What follows belongs to an exercise in optimizing a design on an open flow for small area; a production flow would make more cautious choices.
Only simulation tests tie the RTL to the original design; equivalence was not proved.
No run shown here takes its clock network from TritonCTS; it comes from the design's own scripts or RTL.
The flow treats the clock pin as an ideal source. Dropping or thinning the clock tree relies on that and would not hold on a real chip.
Power is estimated from default activity; no workload was simulated.

===== design/flow/design.v =====
module topLevel(clk, rst, sw, btn, out, led);
input clk;
input rst;
input [7:0] sw;
input btn;
output out;
output [7:0] led;
localparam [6:0] DB_IDLE = 7'd72;
reg b_s0_q;
wire b_s0 = b_s0_q ^ 1'd1;
reg b_s1_q;
wire b_s1 = b_s1_q ^ 1'd0;
reg b_c_q;
wire b_c = b_c_q ^ 1'd0;
reg b_e_q;
wire b_e = b_e_q ^ 1'd0;
reg [6:0] b_n_q;
wire [6:0] b_n = b_n_q ^ 7'd85;
wire b_det = ~b_n[1] & ~b_n[3] & ~b_n[4] & ~b_n[5] & ~b_n[6];
wire b_diff = b_c ^ b_s1;
wire b_fire = b_diff & b_det;
always @(posedge clk) begin
	b_n_q <= ((b_diff & ~b_det) ? {b_n[5:0], b_n[6] ^ b_n[5]} : DB_IDLE) ^ 7'd85;
	if (rst) begin
		b_s0_q <= 1'd1; b_s1_q <= 1'd0; b_c_q <= 1'd0; b_e_q <= 1'd0;
	end else begin
		b_s0_q <= btn ^ 1'd1;
		b_s1_q <= b_s0 ^ 1'd0;
		b_c_q <= (b_det ? b_s1 : b_c) ^ 1'd0;
		b_e_q <= (b_fire & ~b_c) ^ 1'd0;
	end
end
reg s_s0_q;
wire s_s0 = s_s0_q ^ 1'd1;
reg s_s1_q;
wire s_s1 = s_s1_q ^ 1'd1;
reg s_c_q;
wire s_c = s_c_q ^ 1'd0;
reg s_e_q;
wire s_e = s_e_q ^ 1'd0;
reg [6:0] s_n_q;
wire [6:0] s_n = s_n_q ^ 7'd85;
wire s_det = ~s_n[1] & ~s_n[3] & ~s_n[4] & ~s_n[5] & ~s_n[6];
wire s_diff = s_c ^ s_s1;
wire s_fire = s_diff & s_det;
always @(posedge clk) begin
	s_n_q <= ((s_diff & ~s_det) ? {s_n[5:0], s_n[6] ^ s_n[5]} : DB_IDLE) ^ 7'd85;
	if (rst) begin
		s_s0_q <= 1'd1; s_s1_q <= 1'd1; s_c_q <= 1'd0; s_e_q <= 1'd0;
	end else begin
		s_s0_q <= sw[0] ^ 1'd1;
		s_s1_q <= s_s0 ^ 1'd1;
		s_c_q <= (s_det ? s_s1 : s_c) ^ 1'd0;
		s_e_q <= (s_fire) ^ 1'd0;
	end
end
reg sel_q;
wire sel = sel_q ^ 1'd0;
always @(posedge clk) begin
	if (rst) sel_q <= 1'd0;
	else sel_q <= (sel ^ b_e) ^ 1'd0;
end
reg v_q;
wire v = v_q ^ 1'd1;
reg [6:0] ledr_q;
wire [6:0] ledr = ledr_q ^ 7'd0;
reg [2:0] cs_q;
wire [2:0] cs = cs_q ^ 3'd1;
reg [2:0] code;
always @(*) begin
	case (ledr)
		7'b0000001: code = 4;
		7'b0000010: code = 1;
		7'b0000100: code = 2;
		7'b0001000: code = 3;
		7'b0010000: code = 0;
		7'b0100000: code = 5;
		7'b1000000: code = 6;
		default:    code = 7;
	endcase
end
always @(posedge clk) begin
	if (rst) begin
		v_q <= 1'd1; ledr_q <= 7'd0;
	end else begin
		v_q <= (v | s_e) ^ 1'd1;
		ledr_q <= (s_e ? sw[7:1] : ledr) ^ 7'd0;
	end
	cs_q <= (v ? code : 3'd4) ^ 3'd1;
end
wire [7:0] fload = (cs[2] ? (cs[1] ? (cs[0] ? 8'd30 : 8'd120) : (cs[0] ? 8'd159 : 8'd82)) : (cs[1] ? (cs[0] ? 8'd29 : 8'd76) : (cs[0] ? 8'd247 : 8'd80)));
reg [7:0] fcnt_q;
wire [7:0] fcnt = fcnt_q ^ 8'd85;
reg fo_q;
wire fo = fo_q ^ 1'd1;
wire f_det = fcnt[0] & ~fcnt[1] & ~fcnt[2] & fcnt[3] & fcnt[5] & ~fcnt[7];
always @(posedge clk) begin
	if (rst) begin
		fcnt_q <= 8'd60 ^ 8'd85; fo_q <= 1'd1;
	end else begin
		fcnt_q <= (f_det ? fload : {fcnt[6:0], fcnt[7] ^ fcnt[5] ^ fcnt[4] ^ fcnt[3]}) ^ 8'd85;
		fo_q <= (fo ^ f_det) ^ 1'd1;
	end
end
reg [14:0] tcnt_q;
wire [14:0] tcnt = tcnt_q ^ 15'd10922;
reg [5:0] idx_q;
wire [5:0] idx = idx_q ^ 6'd63;
wire t_det = ~tcnt[0] & tcnt[1] & ~tcnt[3] & ~tcnt[4] & ~tcnt[5] & ~tcnt[6] & ~tcnt[7] & ~tcnt[11] & ~tcnt[12] & ~tcnt[13] & ~tcnt[14];
always @(posedge clk) begin
	if (rst) begin
		tcnt_q <= 15'd1282 ^ 15'd10922; idx_q <= 6'd63 ^ 6'd63;
	end else begin
		tcnt_q <= (t_det ? 15'd1258 : {tcnt[13:0], tcnt[14] ^ tcnt[7]}) ^ 15'd10922;
		idx_q <= (idx + t_det) ^ 6'd63;
	end
end
wire [7:0] sload = (idx[2] ? (idx[1] ? (idx[0] ? 8'd188 : 8'd216) : (idx[0] ? 8'd188 : 8'd140)) : (idx[1] ? (idx[0] ? 8'd37 : 8'd188) : (idx[0] ? 8'd170 : (idx[5] ? (idx[4] ? 8'd229 : 8'd37) : (idx[4] ? 8'd97 : 8'd229)))));
reg [7:0] scnt_q;
wire [7:0] scnt = scnt_q ^ 8'd85;
reg so_q;
wire so = so_q ^ 1'd0;
wire g_det = ~scnt[0] & ~scnt[1] & scnt[2] & scnt[3] & scnt[4] & ~scnt[6] & ~scnt[7];
always @(posedge clk) begin
	if (rst) begin
		scnt_q <= 8'd142 ^ 8'd85; so_q <= 1'b1 ^ 1'd0;
	end else begin
		scnt_q <= (g_det ? sload : {scnt[6:0], scnt[7] ^ scnt[2]}) ^ 8'd85;
		so_q <= (so ^ g_det) ^ 1'd0;
	end
end
assign out = sel ? so : fo;
assign led = {sel, ledr};
endmodule

===== design/flow/flow/run.sh =====
#!/bin/bash
# Own layout flow: the standard flow (standard.sh) with these changes:
#  - synthesis is the standard one except for logic mapping: ABC runs the area script
#    flow/abc_area.script, and Yosys does not extract half/full adder cells
#    (ADDER_MAP_FILE empty), so ABC maps that logic too. The standard synthesis runs
#    first; if the registers of this synthesis (names and cell types) differ from the
#    standard synthesis's, the flow uses the standard synthesis's netlist instead.
#  - the port buffers are buf_1 cells, but buf_2 for an input that drives more than 16
#    pins (flow/port_buffers.tcl).
#  - the clock tree is built by flow/clock_tree.tcl (4 clkbuf_8, one per cluster of
#    registers) in place of clock_tree_synthesis; the rest of the CTS step (placement
#    legalisation, timing repair) is ORFS's own.
# ORFS writes each tool's log under orfs/logs/ (the standard synthesis's under
# std_synth/logs/); make's own output goes to flow_make_*.log.
set -euo pipefail
W=$PWD
R=orfs/results/$FLOW_PLATFORM/topLevel/base

# standard synthesis, for its registers
bash standard.sh synth > "$W/flow_make_std_synth.log" 2>&1
python3 "$W/flow/flops.py" "$W/$R/1_2_yosys.v" > "$W/flops_standard.txt"
rm -rf "$W/std_synth"
mkdir -p "$W/std_synth"
cp -r "$W/orfs/logs" "$W/orfs/results" "$W/orfs/reports" "$W/std_synth/" 2>/dev/null || true
rm -rf "$W/orfs"

rm -rf "$W/scripts"
cp -r "$FLOW_HOME/scripts" "$W/scripts"
cp "$W/flow/abc_area.script" "$W/scripts/abc_area.script"
grep -q '^log_cmd clock_tree_synthesis {\*}\$cts_args$' "$W/scripts/cts.tcl"
sed -i 's|^log_cmd clock_tree_synthesis {\*}\$cts_args$|source $::env(OWN_CLOCK_TREE)|' "$W/scripts/cts.tcl"
grep -q '^    buffer_ports {\*}\[env_var_or_empty BUFFER_PORTS_ARGS\]$' "$W/scripts/global_place.tcl"
sed -i 's|^    buffer_ports {\*}\[env_var_or_empty BUFFER_PORTS_ARGS\]$|&\n    source $::env(OWN_PORT_BUFFERS)|' "$W/scripts/global_place.tcl"
export OWN_PORT_BUFFERS="$W/flow/port_buffers.tcl" PORT_BUFFER_MAX_FANOUT=16
export OWN_CLOCK_TREE="$W/flow/clock_tree.tcl" CLOCK_PORT=clk CLOCK_TREE_NBUF=4 \
  CLOCK_TREE_CELL=sky130_fd_sc_hd__clkbuf_8
ARGS=(SCRIPTS_DIR="$W/scripts" ABC_AREA=1 ADDER_MAP_FILE=
      "BUFFER_PORTS_ARGS=-buffer_cell sky130_fd_sc_hd__buf_1")

bash standard.sh "${ARGS[@]}" synth > "$W/flow_make_synth.log" 2>&1
python3 "$W/flow/flops.py" "$W/$R/1_2_yosys.v" > "$W/flops_own.txt"
if ! cmp -s "$W/flops_standard.txt" "$W/flops_own.txt"; then
  echo "registers differ from the standard synthesis's: using the standard synthesis" | tee "$W/synth_fallback.txt"
  rm -rf "$W/orfs"
  bash standard.sh synth > "$W/flow_make_synth.log" 2>&1
fi
bash standard.sh "${ARGS[@]}" finish > "$W/flow_make.log" 2>&1

===== design/flow/flow/abc_area.script =====
strash
&get -n
&st
&dch
&nf -a -R 20
&put
topo

===== design/flow/flow/clock_tree.tcl =====
# Clock tree in place of clock_tree_synthesis: the clock port drives CLOCK_TREE_NBUF
# buffers of type CLOCK_TREE_CELL, each placed at the centre of one cluster of
# registers (k-means on the register positions) and driving that cluster's clock pins.
set db [ord::get_db]
set block [ord::get_db_block]
set clknet [[$block findBTerm $::env(CLOCK_PORT)] getNet]
set nbuf $::env(CLOCK_TREE_NBUF)
set master [$db findMaster $::env(CLOCK_TREE_CELL)]
set sinks {}
foreach it [$clknet getITerms] {
  set loc [[$it getInst] getLocation]
  lappend sinks [list [lindex $loc 0] [lindex $loc 1] $it]
}
set n [llength $sinks]
puts "clock tree: $n sinks, $nbuf x $::env(CLOCK_TREE_CELL)"
set sorted [lsort -integer -index 0 $sinks]
set cents {}
for {set b 0} {$b < $nbuf} {incr b} {
  set s [lindex $sorted [expr {int(($b + 0.5) * $n / $nbuf)}]]
  lappend cents [list [lindex $s 0] [lindex $s 1]]
}
for {set iter 0} {$iter < 50} {incr iter} {
  set groups {}
  for {set b 0} {$b < $nbuf} {incr b} { lappend groups {} }
  foreach s $sinks {
    set best -1
    set bd 1e18
    for {set b 0} {$b < $nbuf} {incr b} {
      set c [lindex $cents $b]
      set d [expr {abs([lindex $s 0] - [lindex $c 0]) + abs([lindex $s 1] - [lindex $c 1])}]
      if {$d < $bd} { set bd $d; set best $b }
    }
    lset groups $best [concat [lindex $groups $best] [list $s]]
  }
  set cents {}
  foreach g $groups {
    set sx 0
    set sy 0
    foreach s $g { incr sx [lindex $s 0]; incr sy [lindex $s 1] }
    set k [expr {max(1, [llength $g])}]
    lappend cents [list [expr {$sx / $k}] [expr {$sy / $k}]]
  }
}
for {set b 0} {$b < $nbuf} {incr b} {
  set grp [lindex $groups $b]
  if {[llength $grp] == 0} { continue }
  set net [odb::dbNet_create $block "clknet_own_$b"]
  $net setSigType CLOCK
  set inst [odb::dbInst_create $block $master "clkbuf_own_$b"]
  foreach s $grp {
    set it [lindex $s 2]
    $it disconnect
    $it connect $net
  }
  [$inst findITerm A] connect $clknet
  [$inst findITerm X] connect $net
  set c [lindex $cents $b]
  $inst setLocation [lindex $c 0] [lindex $c 1]
  $inst setPlacementStatus PLACED
  puts "clock tree: buffer $b drives [llength $grp] sinks"
}
$clknet setSigType CLOCK
set_propagated_clock [all_clocks]

===== design/flow/flow/flops.py =====
"""Print 'instance cell' for every flip-flop in a gate-level Verilog netlist, sorted."""
import re, sys
text = open(sys.argv[1]).read()
out = sorted(f"{m.group(2)} {m.group(1)}" for m in re.finditer(r'^\s*(sky130_fd_sc_hd__(?:df|edf|sdf)\w*)\s+(\S+)\s*\(', text, re.M))
print("\n".join(out))

===== design/flow/flow/port_buffers.tcl =====
# After buffer_ports: an input port buffer (buf_1) that drives many pins becomes a
# buf_2, so that the net needs no further buffering.
set block [ord::get_db_block]
foreach bt [$block getBTerms] {
  if {[$bt getIoType] != "INPUT"} { continue }
  set net [$bt getNet]
  if {$net == "NULL"} { continue }
  foreach it [$net getITerms] {
    set inst [$it getInst]
    if {[[$inst getMaster] getName] != "sky130_fd_sc_hd__buf_1"} { continue }
    set out [[$inst findITerm X] getNet]
    if {$out == "NULL"} { continue }
    set fanout [expr {[llength [$out getITerms]] - 1}]
    if {$fanout > $::env(PORT_BUFFER_MAX_FANOUT)} {
      puts "port [$bt getName]: buffer [$inst getName] drives $fanout pins, now sky130_fd_sc_hd__buf_2"
      replace_cell [$inst getName] sky130_fd_sc_hd__buf_2
    }
  }
}

===== design/flow/standard.sh =====
#!/bin/bash
# synth_recipe.tcl (not shown) runs the flow's synth.tcl, then flattens the netlist and writes it again
# the make line also repeats each setting of config.mk as NAME=value (left out here)
make -C /OpenROAD-flow-scripts/flow DESIGN_CONFIG=/design/flow/config.mk WORK_HOME=/design/flow/orfs CLKGATE_MAP_FILE= SYNTH_SCRIPT=/design/flow/synth_recipe.tcl "${@:-finish}"

===== design/flow/config.mk =====
export PLATFORM = sky130hd
export DESIGN_NAME = topLevel
export DESIGN_NICKNAME = topLevel
export VERILOG_FILES = /design/flow/design.v
export SDC_FILE = /design/flow/constraint.sdc
export NUM_CORES = 4
export LEC_CHECK = 0
export CAP_MARGIN = 20
export CORE_MARGIN = 2
export CORE_UTILIZATION = 70
export CTS_BUF_LIST = sky130_fd_sc_hd__clkbuf_2 sky130_fd_sc_hd__clkbuf_4
export PLACE_DENSITY = 0.85
export SLEW_MARGIN = 20

===== design/flow/constraint.sdc =====
create_clock -name core_clock -period 10.0 [get_ports {clk}]
set_input_delay 2.0000 -clock core_clock [delete_from_list [all_inputs] [get_ports {clk}]]
set_output_delay 2.0000 -clock core_clock [all_outputs]
set_load 0.01 [all_outputs]

==> results of run 1 <==
## per-stage QoR
step | util | hold WS [ns] | worst slack, ns | instance area (µm²)
final | 0.786 | 0.375 | 6.63 | 2620
after global routing | 0.786 | 0.404 | 6.47 | 2620
after CTS | 0.786 | 0.376 | 6.64 | 2620
after detailed placement | 0.769 | 0.355 | 6.45 | 2570
after global placement | 0.769 | 0.346 | 6.49 | 2570
after floorplan | - | 0.343 | 7.40 | 2440
## metal layers
metal,up-vias,GRT usage,part of all wire
met1,782,0.270,0.49
met5,-,0,0
li1,904,-,-
met4,0,0.0194,0.0097
met2,22,0.368,0.47
met3,4,0.0161,0.030
## power breakdown
part	total, µW	internal (µW)	switching, µW
Clock	103	37.2	65.7
Combinational	89.3	39.3	49.9
Sequential	362	332	29.9
## final cells by class
type,instances,area (µm²)
fillers,258,714
repair buffers,19,72.6
multi-input cells,171,961
flip-flops and latches,73,1460
plain buffers,4,55.1
inverters,4,15.0
well taps,46,57.6
## worst max-delay path by stage
stage	from	slack (ns)	depth (start not counted)	end
finish	rst	6.63	4	tcnt_q[4]
detailed placement	rst	6.45	4	tcnt_q[4]
floorplan	sel_q	7.40	1	out
global placement	rst	6.49	4	tcnt_q[0]
CTS	rst	6.64	4	tcnt_q[4]
global route	rst	6.47	4	tcnt_q[4]
## state kept, by name, summed over array words and instances, names as in the netlist, 3 cells and up
register,cells
fcnt_q,8
s_n_q,7
b_n_q,7
ledr_q,7
scnt_q,8
idx_q,6
tcnt_q,15
cs_q,3
## cells by family (layout without fill, tap and decap cells)
group           after synthesis  count (layout)  synth area share
flops                        73              73             0.598
buf+inv                       5              27           0.00921
mux                           8               8            0.0328
simple gates                112             112             0.224
compound gates               38              38            0.0901
xor+xnor                     13              13            0.0466
## placed cells by master, fill, tap and decap left out, types with 3 or more instances in the layout
cell / synthesis / routed
or2_0: 3 / 3
nand4b_1: 4 / 4
clkbuf_8: 0 / 4
o21ai_0: 17 / 17
nor3b_1: 3 / 3
xnor2_1: 7 / 7
mux2i_1: 8 / 8
nor2_1: 40 / 40
buf_1: 0 / 18
nand2b_1: 3 / 3
dfxtp_1: 73 / 73
xor2_1: 6 / 6
nand2_1: 26 / 26
nor4_1: 3 / 3
nand3_1: 12 / 12
a21oi_1: 11 / 11
nor4b_1: 3 / 3
nor3_1: 3 / 3
clkinv_1: 4 / 4
## critical path: stages
cell and delay [ns]:
buf_2 0.47, clkinv_1 0.58, nand2_1 0.31, nor2_1 0.07
==> impl_table.tex, run 1 <==
\begin{tabular}{lr}
\hline
Metric & Value \\
\hline
\multicolumn{2}{l}{\textbf{Status}} \\
\quad Result of the run & finished clean \\
\multicolumn{2}{l}{\textbf{Yosys}} \\
\quad Cell taking the most area after synthesis & dfxtp\_1 \\
\quad Ys async rst share & 0 \\
\quad Number of warnings printed during yosys synthesis & 1 \\
\quad Number of enable flip-flop cells after synthesis & 0 \\
\quad Yosys cell types & 35 \\
\quad Share of the synthesized area in the top cell type & 0.598 \\
\quad Seq cells post-synth & 73 \\
\quad Synthesized area divided by synthesized cell count & between 9 and 10 µm² \\
\quad Most common cell in the synthesized netlist & dfxtp\_1 \\
\quad Fraction of the yosys area taken by sequential cells & 0.598 \\
\quad Post-Synthesis Net Count & 260 \\
\quad Most instantiated flip-flop cell in the synthesis netlist & dfxtp\_1 \\
\quad Post-Synthesis Cell Area & between 0.002 and 0.0025 mm² \\
\quad Commonest cells in the synthesized netlist & 73 x dfxtp\_1, 40 x nor2\_1, 26 x nand2\_1 \\
\quad Cell count after synthesis & $\sim$250 \\
\quad Top post-synthesis cells by area & dfxtp\_1 60\%, nor2\_1 6.1\%, nand2\_1 4.0\%, o21ai\_0 3.5\%, mux2i\_1 3.3\% \\
\multicolumn{2}{l}{\textbf{Drt}} \\
\quad Detailed-route wire length & 3900 µm \\
\quad Avg Vias per Cell & roughly 5.4 \\
\quad Routed length per instance & about 12 µm \\
\quad Total vias in the final route & 1712 \\
\quad DR DRC count & 0 \\
\quad Detailed-router iteration count before antenna repair & 4 \\
\quad Final ANT Viol Nets & 0 \\
\quad DRC marker count from the first detailed-route iteration & 95 \\
\multicolumn{2}{l}{\textbf{Place}} \\
\quad RD Place Congestion & 0.818 \\
\quad Total instance count after detailed placement & 313 \\
\quad Count of buffers inserted at the top-level ports & 19 \\
\quad Detail Placement HPWL & 2820 µm \\
\multicolumn{2}{l}{\textbf{Die}} \\
\quad Width of the die & $\sim$63 µm \\
\quad Die footprint & 0.00398 mm² \\
\quad Effective utilization at floorplan & 0.733 \\
\quad FP Rows & 21 \\
\quad Core Footprint & approximately 0.0033 mm² \\
\quad Die Ht & about 63 µm \\
\quad Ports & 20 \\
\multicolumn{2}{l}{\textbf{Worst setup path}} \\
\quad Startpoint of the worst register-to-register path & tcnt\_q[1] \\
\quad Category of the worst setup path launch point & primary input \\
\quad Required time of the worst setup path & about 10 ns \\
\quad Capturing element type of the critical path & flip-flop \\
\quad Critical path arrival & roughly 3.4 ns \\
\quad Capturing point of the worst reg2reg path & idx\_q[5] \\
\quad Worst Path Max Fanout & 34 \\
\quad Setup CP Type & in -> reg \\
\quad Reg2Reg Setup Slack & between 8 and 9 ns \\
\quad R2r worst-path depth & 6 \\
\multicolumn{2}{l}{\textbf{Timing}} \\
\quad Slew margin rel. & 0.426 \\
\quad Transition at the pin with the smallest max-transition slack & around 0.85 ns \\
\quad Setup TNS after final layout & 0 ns \\
\quad Final worst path period need & around 3.4 ns \\
\quad Setup repair after global routing missed its margin & no \\
\quad Final setup violation count & 0 \\
\quad Setup Skew & $\sim$0.014 ns \\
\quad Maximum clock frequency & about 300 MHz \\
\quad Max-slew violation count & 0 \\
\quad Endpoints failing hold & 0 \\
\quad Final worst path period share & 0.337 \\
\multicolumn{2}{l}{\textbf{GRT}} \\
\quad Global-route usage over all layers & 0.201 \\
\quad Vias in the first global route & 1655 \\
\quad Largest net degree at the start of global routing & 35 \\
\quad Initial antenna violation count & 0 \\
\quad Global-route wire length before repair & between 6000 and 7000 µm \\
\quad Global route total overflow & 0 \\
\multicolumn{2}{l}{\textbf{Job}} \\
\quad MaxCap Viol Count & 0 \\
\multicolumn{2}{l}{\textbf{Power and ir drop}} \\
\quad Highest ir drop seen on vdd & approximately 0.19 mV \\
\quad Pwr dens & about 210 mW/mm² \\
\quad Sum of internal, switching and leakage power & between 500 and 600 µW \\
\quad Leakage power figure & 0.000948 µW \\
\multicolumn{2}{l}{\textbf{Clocking}} \\
\quad Cts-stage hold buffer count & 0 \\
\quad Clock transition at the registers of the reported paths & between 0.1 and 0.15 ns \\
\quad Worst skew pair latency & between 0.15 and 0.2 ns \\
\quad Resized cells post-CTS & 0 \\
\quad Number of setup buffers added after CTS & 0 \\
\multicolumn{2}{l}{\textbf{Worst hold path}} \\
\quad Hold Crit Start & s\_n\_q[2] \\
\quad Instance count along the most critical hold path & 1 \\
\quad Sink of the worst hold path & s\_n\_q[3] \\
\quad Hold Path Class & reg -> reg \\
\multicolumn{2}{l}{\textbf{Final layout}} \\
\quad Antenna diode instance count & 0 \\
\quad Proportion of layout cells with a drive suffix above 1 & 0.0185 \\
\quad Non-filler instance count after layout & approximately 320 \\
\quad Area Overhead vs Synth & 7.27\% \\
\quad Final-stage net count & roughly 280 \\
\hline
\end{tabular}
==> run 2: changes to the inputs <==
--- a/design/flow/flow/run.sh
+++ b/design/flow/flow/run.sh
@@ -6,6 +6,5 @@
 #    first; if the registers of this synthesis (names and cell types) differ from the
 #    standard synthesis's, the flow uses the standard synthesis's netlist instead.
-#  - the port buffers are buf_1 cells, but buf_2 for an input that drives more than 16
-#    pins (flow/port_buffers.tcl).
+#  - the port buffers are buf_1 cells.
 #  - the clock tree is built by flow/clock_tree.tcl (4 clkbuf_8, one per cluster of
 #    registers) in place of clock_tree_synthesis; the rest of the CTS step (placement
@@ -30,7 +29,4 @@
 grep -q '^log_cmd clock_tree_synthesis {\*}\$cts_args$' "$W/scripts/cts.tcl"
 sed -i 's|^log_cmd clock_tree_synthesis {\*}\$cts_args$|source $::env(OWN_CLOCK_TREE)|' "$W/scripts/cts.tcl"
-grep -q '^    buffer_ports {\*}\[env_var_or_empty BUFFER_PORTS_ARGS\]$' "$W/scripts/global_place.tcl"
-sed -i 's|^    buffer_ports {\*}\[env_var_or_empty BUFFER_PORTS_ARGS\]$|&\n    source $::env(OWN_PORT_BUFFERS)|' "$W/scripts/global_place.tcl"
-export OWN_PORT_BUFFERS="$W/flow/port_buffers.tcl" PORT_BUFFER_MAX_FANOUT=16
 export OWN_CLOCK_TREE="$W/flow/clock_tree.tcl" CLOCK_PORT=clk CLOCK_TREE_NBUF=4 \
   CLOCK_TREE_CELL=sky130_fd_sc_hd__clkbuf_8
removed: design/flow/flow/port_buffers.tcl
==> impl_table.tex, run 2 <==
\begin{tabular}{lr}
\hline
Metric & Value \\
\hline
\multicolumn{2}{l}{\textbf{Yosys}} \\
\quad Most instantiated flip-flop cell in the synthesis netlist & dfxtp\_1 \\
\quad Most common cell in the synthesized netlist & dfxtp\_1 \\
\quad Simple-gate share of the synthesized area & 0.224 (unchanged) \\
\quad Synthesized area divided by synthesized cell count & 9.82 µm² (unchanged) \\
\quad Post-Synthesis Cell Area & 0.00244 mm² (unchanged) \\
\quad Post-synthesis xor/xnor area fraction & 0.0466 (unchanged) \\
\quad Seq cells post-synth & 73 (unchanged) \\
\quad Number of enable flip-flop cells after synthesis & 0 (unchanged) \\
\quad Share of the synthesized area in the top cell type & 0.598 (unchanged) \\
\quad Post-Synthesis Net Count & 260 (unchanged) \\
\quad Complex-gate fraction of the synthesized area & 0.0901 (unchanged) \\
\quad Cell taking the most area after synthesis & dfxtp\_1 \\
\quad Commonest cells in the synthesized netlist & 73 x dfxtp\_1, 40 x nor2\_1, 26 x nand2\_1 \\
\quad Yosys cell types & 35 (unchanged) \\
\quad Fraction of the yosys area taken by sequential cells & 0.598 (unchanged) \\
\quad Adder-cell share of the synthesized area & 0 (unchanged) \\
\quad Cell count after synthesis & 249 (unchanged) \\
\quad Main combinational cell family by area after synthesis & simple AND/OR/NAND/NOR gates \\
\quad Number of warnings printed during yosys synthesis & 1 (unchanged) \\
\quad Top post-synthesis cells by area & dfxtp\_1 60\%, nor2\_1 6.1\%, nand2\_1 4.0\%, o21ai\_0 3.5\%, mux2i\_1 3.3\% \\
\quad Portion of netlist area occupied by mux cells & 0.0328 (unchanged) \\
\quad Ys async rst share & 0 (unchanged) \\
\multicolumn{2}{l}{\textbf{Timing}} \\
\quad Slew margin rel. & 0.477 (+0.0513) \\
\quad Transition at the pin with the smallest max-transition slack & 0.777 ns (-0.0763 ns) \\
\quad Endpoints failing hold & 0 (unchanged) \\
\quad Setup TNS after final layout & 0 ns (unchanged) \\
\quad Worst-case hold slack & 0.377 ns (+0.00157 ns) \\
\quad Final worst path period need & 3.16 ns (-0.212 ns) \\
\quad Final setup violation count & 0 (unchanged) \\
\quad Max-slew violation count & 0 (unchanged) \\
\quad Maximum clock frequency & 316 MHz (+6.7\%) \\
\quad Final worst path period share & 0.316 (-0.0212) \\
\quad Setup repair after global routing missed its margin & no \\
\quad Setup Skew & 0.0311 ns (+0.0170 ns) \\
\multicolumn{2}{l}{\textbf{Place}} \\
\quad Total instance count after detailed placement & 314 (+0.32\%) \\
\quad RD Place Congestion & 0.809 (-1.1\%) \\
\quad Detail Placement HPWL & 2600 µm (-7.7\%) \\
\quad Count of buffers inserted at the top-level ports & 19 (unchanged) \\
\multicolumn{2}{l}{\textbf{Final layout}} \\
\quad Top library cells by usage in the layout, fill and taps aside & 73 x dfxtp\_1, 40 x nor2\_1, 26 x nand2\_1, 19 x buf\_1, 17 x o21ai\_0 \\
\quad Proportion of layout cells with a drive suffix above 1 & 0.0184 (-0.0000678) \\
\quad Register with the most flip-flops & tcnt\_q \\
\quad Antenna diode instance count & 0 (unchanged) \\
\quad Filler Cells Inserted & 221 (-14\%) \\
\quad Leading cell type in the layout, fill and taps excluded & dfxtp\_1 \\
\quad Largest regs & tcnt\_q: 15 flops, fcnt\_q: 8 flops, scnt\_q: 8 flops \\
\quad Final-stage net count & 285 (+0.35\%) \\
\quad Area Overhead vs Synth & 7.52\% \\
\quad Max FFs per register & 15 (unchanged) \\
\quad Non-filler instance count after layout & 318 (+0.32\%) \\
\multicolumn{2}{l}{\textbf{Worst setup path}} \\
\quad Setup CP Type & in -> reg \\
\quad Worst Path Max Fanout & 34 (unchanged) \\
\quad Required time of the worst setup path & 10.07 ns (about the same) \\
\quad Capturing element type of the critical path & flip-flop \\
\quad Category of the worst setup path launch point & primary input \\
\quad Critical path arrival & 3.23 ns (-0.21 ns) \\
\quad R2r worst-path depth & 6 (unchanged) \\
\multicolumn{2}{l}{\textbf{Power and ir drop}} \\
\quad Highest ir drop seen on vdd & 0.175 mV (-6.5\%) \\
\quad Sum of internal, switching and leakage power & 554 µW (about the same) \\
\quad Internal power & 408 µW (about the same) \\
\quad Relative contribution of the clock network to total power & 0.187 (about the same) \\
\quad Combinational share of power & 0.160 (about the same) \\
\quad Switching part of the total power & 0.262 (-0.000494) \\
\quad Pwr dens & 211 mW/mm² (-0.25\%) \\
\quad Leakage power figure & 0.000950 µW (+0.22\%) \\
\quad Switching component of the power & 145 µW (-0.20\%) \\
\quad Sequential fraction of design power & 0.654 (about the same) \\
\multicolumn{2}{l}{\textbf{Die}} \\
\quad Width of the die & 63.1 µm (unchanged) \\
\quad Ports & 20 (unchanged) \\
\quad Effective utilization at floorplan & 0.733 (unchanged) \\
\quad FP Rows & 21 (unchanged) \\
\quad Core Footprint & 0.00334 mm² (unchanged) \\
\quad Die footprint & 0.00398 mm² (unchanged) \\
\quad Die Ht & 63.1 µm (unchanged) \\
\multicolumn{2}{l}{\textbf{Clocking}} \\
\quad Number of setup buffers added after CTS & 0 (unchanged) \\
\quad Resized cells post-CTS & 0 (unchanged) \\
\quad Worst skew pair latency & 0.17 ns (about the same) \\
\quad Cts-stage hold buffer count & 0 (unchanged) \\
\quad Clock transition at the registers of the reported paths & 0.12 ns (about the same) \\
\multicolumn{2}{l}{\textbf{Job}} \\
\quad MaxCap Viol Count & 0 (unchanged) \\
\multicolumn{2}{l}{\textbf{GRT}} \\
\quad Global route total overflow & 0 (unchanged) \\
\quad Vias in the first global route & 1602 (-3.2\%) \\
\quad Largest net degree at the start of global routing & 35 (unchanged) \\
\quad Global-route usage over all layers & 0.196 (-0.00547) \\
\quad Global-route wire length before repair & 6640 µm (-3.5\%) \\
\quad Initial antenna violation count & 0 (unchanged) \\
\multicolumn{2}{l}{\textbf{Worst hold path}} \\
\quad Hold Path Class & reg -> reg \\
\quad Instance count along the most critical hold path & 1 (unchanged) \\
\multicolumn{2}{l}{\textbf{Drt}} \\
\quad DRC marker count from the first detailed-route iteration & 71 (-25\%) \\
\quad Avg Vias per Cell & 5.44 (+0.73\%) \\
\quad Final ANT Viol Nets & 0 (unchanged) \\
\quad Routed length per instance & 11.7 µm (-5.0\%) \\
\quad DR DRC count & 0 (unchanged) \\
\quad Detailed-router iteration count before antenna repair & 4 (unchanged) \\
\quad Total vias in the final route & 1730 (+1.1\%) \\
\quad Detailed-route wire length & 3720 µm (-4.7\%) \\
\multicolumn{2}{l}{\textbf{Status}} \\
\quad Result of the run & finished clean \\
\hline
\end{tabular}
## run 2: cell counts after synthesis
Identical to the previous run, type by type.
## run 2: final cells by class
class                      instances  area, µm²  area share
inverter                           4       15.0     0.00571
sequential                        73       1460       0.556
tap                               46       57.6      0.0219
timing repair buffer              20       78.8      0.0300
multi-input combinational        171        961       0.366
buffer                             4       55.1      0.0209
## run 2: per-stage QoR
stage / setup WS [ns] / util / cell area [µm²]
final: 6.84 / 0.788 / 2630
after global routing: 6.72 / 0.788 / 2630
after CTS: 6.85 / 0.788 / 2630
after detailed placement: 6.66 / 0.771 / 2570
after global placement: 6.71 / 0.771 / 2570
after floorplan: 7.40 / - / 2440
## run 2: cell families after synthesis
kind of cell           after synthesis
flip-flops                          73
AND/OR/NAND/NOR                    112
XOR/XNOR                            13
AO/OA/AOI/OAI                       38
buffers and inverters                5
multiplexers                         8
## run 2: layer usage
metal  wire, µm  up-vias  GRT usage
li1           -      911          -
met1       1860      782      0.278
met2       1680       35      0.336
met3        170        2     0.0161
met4          8        0     0.0278
met5          0        -          0
## run 2: final timing paths
kind,to,slack (ns),from
worst max-delay path,tcnt_q[0],6.84,rst
worst max register to register,idx_q[5],8.11,tcnt_q[1]
worst min-delay path,s_n_q[3],0.38,s_n_q[2]
worst min register to register,s_n_q[3],0.38,s_n_q[2]
## run 2: power groups by stage
stage	clock network, µW	registers (µW)	logic (µW)
2_1_floorplan	0	359	72.1
3_5_place_dp	0	368	88.3
6_report	103	362	88.4
3_3_place_gp	0	367	84.9
5_1_grt	115	368	104
4_1_cts	105	361	88.9
## run 2: worst max-delay path, cell delays in order
cell      delay [ns]
buf_1           0.07
buf_4           0.33
clkinv_1        0.47
nand2_1         0.29
nor2_1          0.07

## static timing again, ports no longer ideal
How much do the figures lean on ideal ports? The routed layouts below were timed once more, with nothing changed but the port constraints. Step 1 assumes that a clkbuf_16 drives the clock port and a buf_2 every other input. Step 2 moves the port delays by t, midway between the first and last clock arrival at a register: inputs arrive t later, outputs are due t later. That takes back most of the time a late clock gives input paths. Three values: no drivers, after step 1, after step 2; two values: the first two.
run | shift t [ns] | setup slack, ns | worst data-port slew with drivers (ns)
run 1 | 0.212 | 6.627 / 6.661 / 6.449 | 0.03
run 2 | 0.205 | 6.840 / 6.870 / 6.665 | 0.03
After both steps setup and hold are still met in every run listed. The setup slack of run 1, which loses most, moves by +0.034 ns with the drivers and by -0.178 ns with both steps.
